This design comes from an exercise in tuning for small area, a short achievable clock period and few clock cycles per item on the open sky130 flow, not from production work. In this exercise RTL edits were held to simulation tests only and were not proved equivalent to the original. No activity file was given, so power comes from the tool's default toggle rates.

before:
## geofence
module geofence (clk, reset, X, Y, valid, is_inside);
input clk;
input reset;
input [9:0] X;
input [9:0] Y;
output valid;
output is_inside;
reg [4:0] k;
reg [9:0] px, py;        
reg [11:0] ms, md;       
reg [21:0] q;            
reg [7:0] cq;            
reg [21:0] sa3, sb4;     
reg [21:0] r, l;         
reg [21:0] w, u;         
reg [7:0] occ;           
reg vld, ins;            
reg sur;                 
reg line;                
wire [10:0] dx = {1'b0, X} - {1'b0, px};
wire [10:0] dy = {1'b0, Y} - {1'b0, py};
wire [10:0] nx = {1'b0, px} - {1'b0, X};
wire [10:0] ny = {1'b0, py} - {1'b0, Y};
wire [11:0] ms1 = ms - 12'd1;
wire [11:0] md1 = md - 12'd1;
wire [11:0] ut = {2'b0, X} + {2'b0, Y} + ms;
wire [11:0] ut1 = {2'b0, X} + {2'b0, Y} + ms1;
wire [11:0] wt = {2'b0, Y} - {2'b0, X} + md;
wire [11:0] wt1 = {2'b0, Y} - {2'b0, X} + md1;
wire xneg = dx[10], xpos = nx[10];
wire yneg = dy[10], ypos = ny[10];
wire uneg = ut[11], upos = !ut1[11];
wire wneg = wt[11], wpos = !wt1[11];
wire [7:0] icls = {yneg & !uneg, !xneg & uneg, xneg & !wpos, !ypos & wpos,
                   ypos & !upos, !xpos & upos, xpos & !wneg, !yneg & wneg};
wire [21:0] iq = {xneg, yneg, xneg ? nx[9:0] : dx[9:0], yneg ? ny[9:0] : dy[9:0]};
always @(posedge clk) begin
    q <= iq;
    cq <= icls;
end
always @(posedge clk) begin
    if (k == 5'd0) begin
        px <= X;
        py <= Y;
        ms <= 12'd0 - {2'b0, X} - {2'b0, Y};
        md <= {2'b0, X} - {2'b0, Y};
    end
end
wire done = vld;
always @(posedge clk) begin
    if (reset || done)
        k <= 5'd0;
    else
        k <= k + 5'd1;
end
wire ld_r = k == 5'd2 || k == 5'd4 || k == 5'd7 || k == 5'd10 || k == 5'd13;
  ...
Size in the first run: about 2200 cells after synthesis, about 270 flip-flops, ~24 I/O pins.
clock: 11.5 ns
lec_check: 0
cap_margin: 20
core_margin: 2
core_utilization: 50
slew_margin: 20
standard.sh (not shown) runs the stock make flow with config.mk's settings and CLKGATE_MAP_FILE= SYNTH_SCRIPT=/design/flow/synth_recipe.tcl, a recipe that flattens the netlist after the stock synthesis.
==> flow/flow/run.sh <==
#!/bin/bash
# Standard layout, with timing repair aiming for a period of about 4.0 ns
# (setup margin 7.5 ns at the design's 11.5 ns clock).
set -euo pipefail
bash standard.sh SETUP_SLACK_MARGIN=7.5 finish > flow.log 2>&1
Testbench counts of before, summed over its fixed seeds: cycles 15,151, items 1,600.
> inputs changed (before -> after)
- swapping 50 for 35 in CORE_UTILIZATION
==> flow/flow/run.sh <==
#!/bin/bash
# Standard layout, with timing repair aiming for a period of about 4.3 ns
# (setup margin 7.2 ns at the design's 11.5 ns clock).
set -euo pipefail
bash standard.sh SETUP_SLACK_MARGIN=7.2 finish > flow.log 2>&1
--- outcome ---
- Higher initial cell density of the core among before and after: before
- [compare] base=before new=after: global router's overall resource usage fell by 8.6 points; total number of multi-input combinational cells stayed essentially flat; power fell by 88 uW; clock skew rose by 0.016 ns; routed wire length fell by 2.6%.
- [compare] base=before new=after: final core utilization now smaller, via count now sits lower, first-pass GRT wire length decreased by 500 microns relative to the old numbers, non-clock buffer total of the final layout decreased about 50%.
- On hold slack, before loses to after.

geofence, a different RTL version from the one above (not shown whole).
Size in the first run: roughly 2300 cells after synthesis, about 310 flip-flops, ~24 I/O pins, roughly 23000 µm² of cells after synthesis.
// geofence
module geofence (clk, reset, X, Y, valid, is_inside);
input clk;
input reset;
input [9:0] X;
input [9:0] Y;
output valid;
output is_inside;
reg [4:0] k;
reg [9:0] px, py;        
reg [11:0] ms, md;       
reg [21:0] q;            
reg [7:0] sg;            
reg [21:0] sa3, sb4;     
reg [21:0] r, l;         
reg [21:0] w, u;         
reg [7:0] occ;           
reg [7:0] vin, vout;     
reg k7;                  
reg vld, ins;            
reg sur;                 
reg line;                
wire xneg, xpos, yneg, ypos;
wire [9:0] xmag, ymag;
absd a_x (.a(X), .b(px), .neg(xneg), .pos(xpos), .mag(xmag));
absd a_y (.a(Y), .b(py), .neg(yneg), .pos(ypos), .mag(ymag));
wire [11:0] ms1 = ms - 12'd1;
wire [11:0] mdp = md + 12'd1;
wire uneg, un1, wneg, wn1;
sgn3 s_u (.a({2'b0, X}), .b({2'b0, Y}), .c(ms), .s(uneg));
sgn3 s_u1 (.a({2'b0, X}), .b({2'b0, Y}), .c(ms1), .s(un1));
sgn3 s_w (.a({2'b0, Y}), .b(~{2'b0, X}), .c(mdp), .s(wneg));
sgn3 s_w1 (.a({2'b0, Y}), .b(~{2'b0, X}), .c(md), .s(wn1));
wire upos = !un1;
wire wpos = !wn1;
wire [21:0] iq = {xneg, yneg, xmag, ymag};
always @(posedge clk) begin
    q <= iq;
    sg <= {xneg, xpos, yneg, ypos, uneg, upos, wneg, wpos};
end
always @(posedge clk) begin
    if (k == 5'd0) begin
        px <= X;
        py <= Y;
        ms <= 12'd0 - {2'b0, X} - {2'b0, Y};
        md <= {2'b0, X} - {2'b0, Y};
    end
end
wire done = valid;
always @(posedge clk) begin
    if (reset || done)
        k <= 5'd0;
    else
        k <= k + 5'd1;
end
wire ld_r = k == 5'd2 || k == 5'd4 || k == 5'd7 || k == 5'd10 || k == 5'd13;
wire ld_l = k == 5'd5 || k == 5'd8 || k == 5'd11 || k == 5'd14;
reg upd, upd1;           
always @(posedge clk) begin
    upd <= !reset && !done && (k == 5'd3 || k == 5'd6 || k == 5'd9 || k == 5'd12 || k == 5'd15);
    upd1 <= !reset && !done && k == 5'd3;
end
always @(posedge clk) begin
    if (k == 5'd5)
        sa3 <= q;
    else if (k == 5'd7)
        sa3 <= q;
    if (k == 5'd6)
        sb4 <= q;
end
wire gxn = sg[7], gxp = sg[6], gyn = sg[5], gyp = sg[4];
  ...
clock: 11.5 ns
lec_check: 0
cap_margin: 20
core_margin: 2
core_utilization: 35
slew_margin: 20
synth_hierarchical: 1
synth_minimum_keep_size: 0
==> flow/flow/run.sh <==
#!/bin/bash
# Standard layout, with timing repair aiming for a period of about 4.3 ns
# (setup margin 7.2 ns at the design's 11.5 ns clock).
set -euo pipefail
bash standard.sh SETUP_SLACK_MARGIN=7.2 finish > flow.log 2>&1
Testbench counts at the start, summed over its fixed seeds: cycles 15,151, items 1,600.
==> next run, changes <==
==> flow/flow/run.sh (replaced) <==
#!/bin/bash
# Standard layout, with timing repair aiming for a period of about 4.0 ns
# (setup margin 7.5 ns at the design's 11.5 ns clock).
set -euo pipefail
bash standard.sh SETUP_SLACK_MARGIN=7.5 finish > flow.log 2>&1
Outcome: Power rises slightly. First-iteration DRC count barely changes. Utilization rises by 1.5 points. Register-to-register slack gets worse by 0.06 ns. Sequential power is about the same. Worst setup slack gets worse by 0.055 ns.

Another version of the RTL of geofence (not shown whole).
For scale: roughly 24 I/O pins, about 0.023 mm^2 of cells after synthesis.
export LEC_CHECK = 0
export CAP_MARGIN = 20
export CORE_MARGIN = 2
export CORE_UTILIZATION = 45
export SLEW_MARGIN = 20
export SYNTH_HIERARCHICAL = 1
export SYNTH_MINIMUM_KEEP_SIZE = 0
create_clock -name core_clock -period 11.5 [get_ports {clk}]
==> flow/flow/run.sh <==
#!/bin/bash
# Standard layout, with timing repair aiming for a period of about 4.3 ns
# (setup margin 7.2 ns at the design's 11.5 ns clock).
set -euo pipefail
bash standard.sh SETUP_SLACK_MARGIN=7.2 finish > flow.log 2>&1
The first run completed with no timing, DRC or antenna violations.
Testbench counts at the start, summed over its fixed seeds: cycles 15,151, items 1,600.
Edit:
==> flow/flow/run.sh (replaced) <==
#!/bin/bash
# Standard layout, with timing repair aiming for a period of about 4.1 ns
# (setup margin 7.4 ns at the design's 11.5 ns clock).
set -euo pipefail
bash standard.sh SETUP_SLACK_MARGIN=7.4 finish > flow.log 2>&1
- CORE_UTILIZATION: 45 -> 35
Result:
- non-clock buffer count is higher by 65
- worst hold slack gets better by 0.0044 ns
- setup slack gets better by 0.048 ns
- critical path depth is higher by 5
- cell area is higher by 4.7%
- area after synthesis is unchanged
- core utilization is lower by 9.3 points
- register-to-register slack gets better by 0.12 ns
- via count is higher by about 2.5%
- total power is higher by 1.4%
Edit:
==> flow/run.sh (new file) <==
#!/bin/bash
# synth_recipe.tcl (not shown) runs the flow's synth.tcl, then flattens the netlist and writes it again
# the make line also repeats each setting of config.mk as NAME=value (left out here)
make -C /OpenROAD-flow-scripts/flow DESIGN_CONFIG=/design/flow/config.mk WORK_HOME=/design/flow/orfs CLKGATE_MAP_FILE= SYNTH_SCRIPT=/design/flow/synth_recipe.tcl finish
- SETUP_SLACK_MARGIN: unset -> 5
removed: flow/flow/run.sh
removed: flow/standard.sh
After rerunning: The new run ran to the end with no violations. Worst setup slack got worse by 1.4 ns. Power shrinks by 3.2%. Routed wire length shrinks by 4.6%. Sequential power grows by about 2%. Non-clock buffer count shrinks by 140.

Another version of the RTL of geofence (not shown whole).
Size in the first run: ~23000 um^2 of cells after synthesis.
// geofence
module geofence (clk, reset, X, Y, valid, is_inside);
input clk;
input reset;
input [9:0] X;
input [9:0] Y;
output valid;
output is_inside;
reg [4:0] k;
reg [9:0] px, py;        
reg [11:0] ms, md;       
reg [21:0] q;            
reg [15:0] cq;           
reg [21:0] sa3, sb4;     
reg [21:0] r, l;         
reg [21:0] w, u;         
reg [15:0] occ;          
reg vld, ins;            
reg sur;                 
reg line;                
wire [10:0] dx = {1'b0, X} - {1'b0, px};
wire [10:0] dy = {1'b0, Y} - {1'b0, py};
wire ixs = dx[10];
wire iys = dy[10];
wire ixz = dx == 11'd0;
wire iyz = dy == 11'd0;
wire [11:0] ut = {2'b0, X} + {2'b0, Y} + ms;
wire [11:0] wt = {2'b0, Y} - {2'b0, X} + md;
wire u_neg = ut[11];
wire u_zero = ut == 12'd0;
wire w_neg = wt[11];
wire w_zero = wt == 12'd0;
wire xn = ixs, xz = ixz, xp = !ixs && !ixz;
wire yn = iys, yz = iyz, yp = !iys && !iyz;
wire un = u_neg, uz = u_zero, up = !u_neg && !u_zero;
wire wn = w_neg, wz = w_zero, wp = !w_neg && !w_zero;
wire [15:0] icls = {xp & yn & up, xp & yn & uz, xp & yn & un, xz & yn,
                    xn & yn & wn, xn & yn & wz, xn & yn & wp, yz & xn,
                    xn & yp & un, xn & yp & uz, xn & yp & up, xz & yp,
  ...
Settings: LEC_CHECK=0, ABC_CLOCK_PERIOD_IN_PS=4500, CAP_MARGIN=20, CORE_MARGIN=2, CORE_UTILIZATION=35, SLEW_MARGIN=20; clock period 11.5 ns.
==> flow/flow/run.sh <==
#!/bin/bash
# Standard layout, with timing repair aiming for a period of about 4.3 ns
# (setup margin 7.2 ns at the design's 11.5 ns clock).
set -euo pipefail
bash standard.sh SETUP_SLACK_MARGIN=7.2 finish > flow.log 2>&1
Testbench counts at the start, summed over its fixed seeds: cycles 15,062, items 1,600.
Edit:
- ABC_CLOCK_PERIOD_IN_PS: 4500 -> not set
What happened: Final area stays the same. Via count does not change. Die area is unchanged. Area after synthesis stays the same.
Edit:
==> flow/flow/run.sh (replaced) <==
#!/bin/bash
# Standard layout, with timing repair aiming for a period of about 5.0 ns
# (setup margin 6.5 ns at the design's 11.5 ns clock).
set -euo pipefail
bash standard.sh SETUP_SLACK_MARGIN=6.5 finish > flow.log 2>&1
- ABC_CLOCK_PERIOD_IN_PS: not set -> 5500
- CORE_UTILIZATION: 35 -> 50
Outcome:
- via count went down by 2.3%
- maximum frequency went down by 1.6%
- setup slack got worse by 0.091 ns
- wire length went down by about 3.6%
- design area went down by 6.0%
- power went down by 4.3%
- worst hold slack got worse by 0.0052 ns

separate check: timing with driven ports:
The results above use ideal ports. As a check the final layouts listed here were re-extracted and re-timed, cells and wires unchanged. Step 1 assumes that a clkbuf_16 drives the clock port and a buf_2 every other input. Step 2 times the ports against the registers' clock, not the clock port: input delays grow and output delays shrink by t, the midpoint of the rising clock arrivals with the driver on. Slacks: ideal ports / drivers / drivers and shift; pairs: ideal ports / drivers.
| run | shift t [ns] | setup WS [ns] | latest minus earliest clock arrival (ns) | worst register clock-pin slew, ns | worst slew at a driven data input, ns |
|---|---|---|---|---|---|
| before | 0.601 | 5.543 / 5.519 / 4.918 | 0.011 / 0.012 | 0.06 / 0.06 | 0.08 |
| after | 0.603 | 5.542 / 5.517 / 4.914 | 0.027 / 0.027 | 0.07 / 0.07 | 0.08 |
| the first run of note 2 | 0.599 | 7.103 / 7.103 / 6.710 | 0.027 / 0.027 | 0.06 / 0.06 | 0.07 |
| the second run of note 2 | 0.601 | 7.047 / 7.047 / 6.752 | 0.030 / 0.030 | 0.06 / 0.06 | 0.09 |
| the first run of note 3 | 0.602 | 7.298 / 7.281 / 6.721 | 0.024 / 0.024 | 0.06 / 0.06 | 0.05 |
| the second run of note 3 | 0.592 | 7.347 / 7.319 / 6.727 | 0.019 / 0.020 | 0.07 / 0.07 | 0.08 |
| the third run of note 3 | 0.600 | 5.956 / 5.960 / 5.360 | 0.014 / 0.014 | 0.06 / 0.06 | 0.05 |
| the first run of note 4 | 0.603 | 5.839 / 5.830 / 5.226 | 0.023 / 0.023 | 0.06 / 0.06 | 0.07 |
| the second run of note 4 | 0.603 | 5.839 / 5.830 / 5.226 | 0.023 / 0.023 | 0.06 / 0.06 | 0.07 |
| the third run of note 4 | 0.597 | 5.748 / 5.768 / 5.171 | 0.016 / 0.015 | 0.07 / 0.07 | 0.07 |
After both steps setup and hold are still met in every run listed. For after, which loses most, drivers alone change the setup slack by -0.025 ns; drivers and shift together by -0.628 ns.
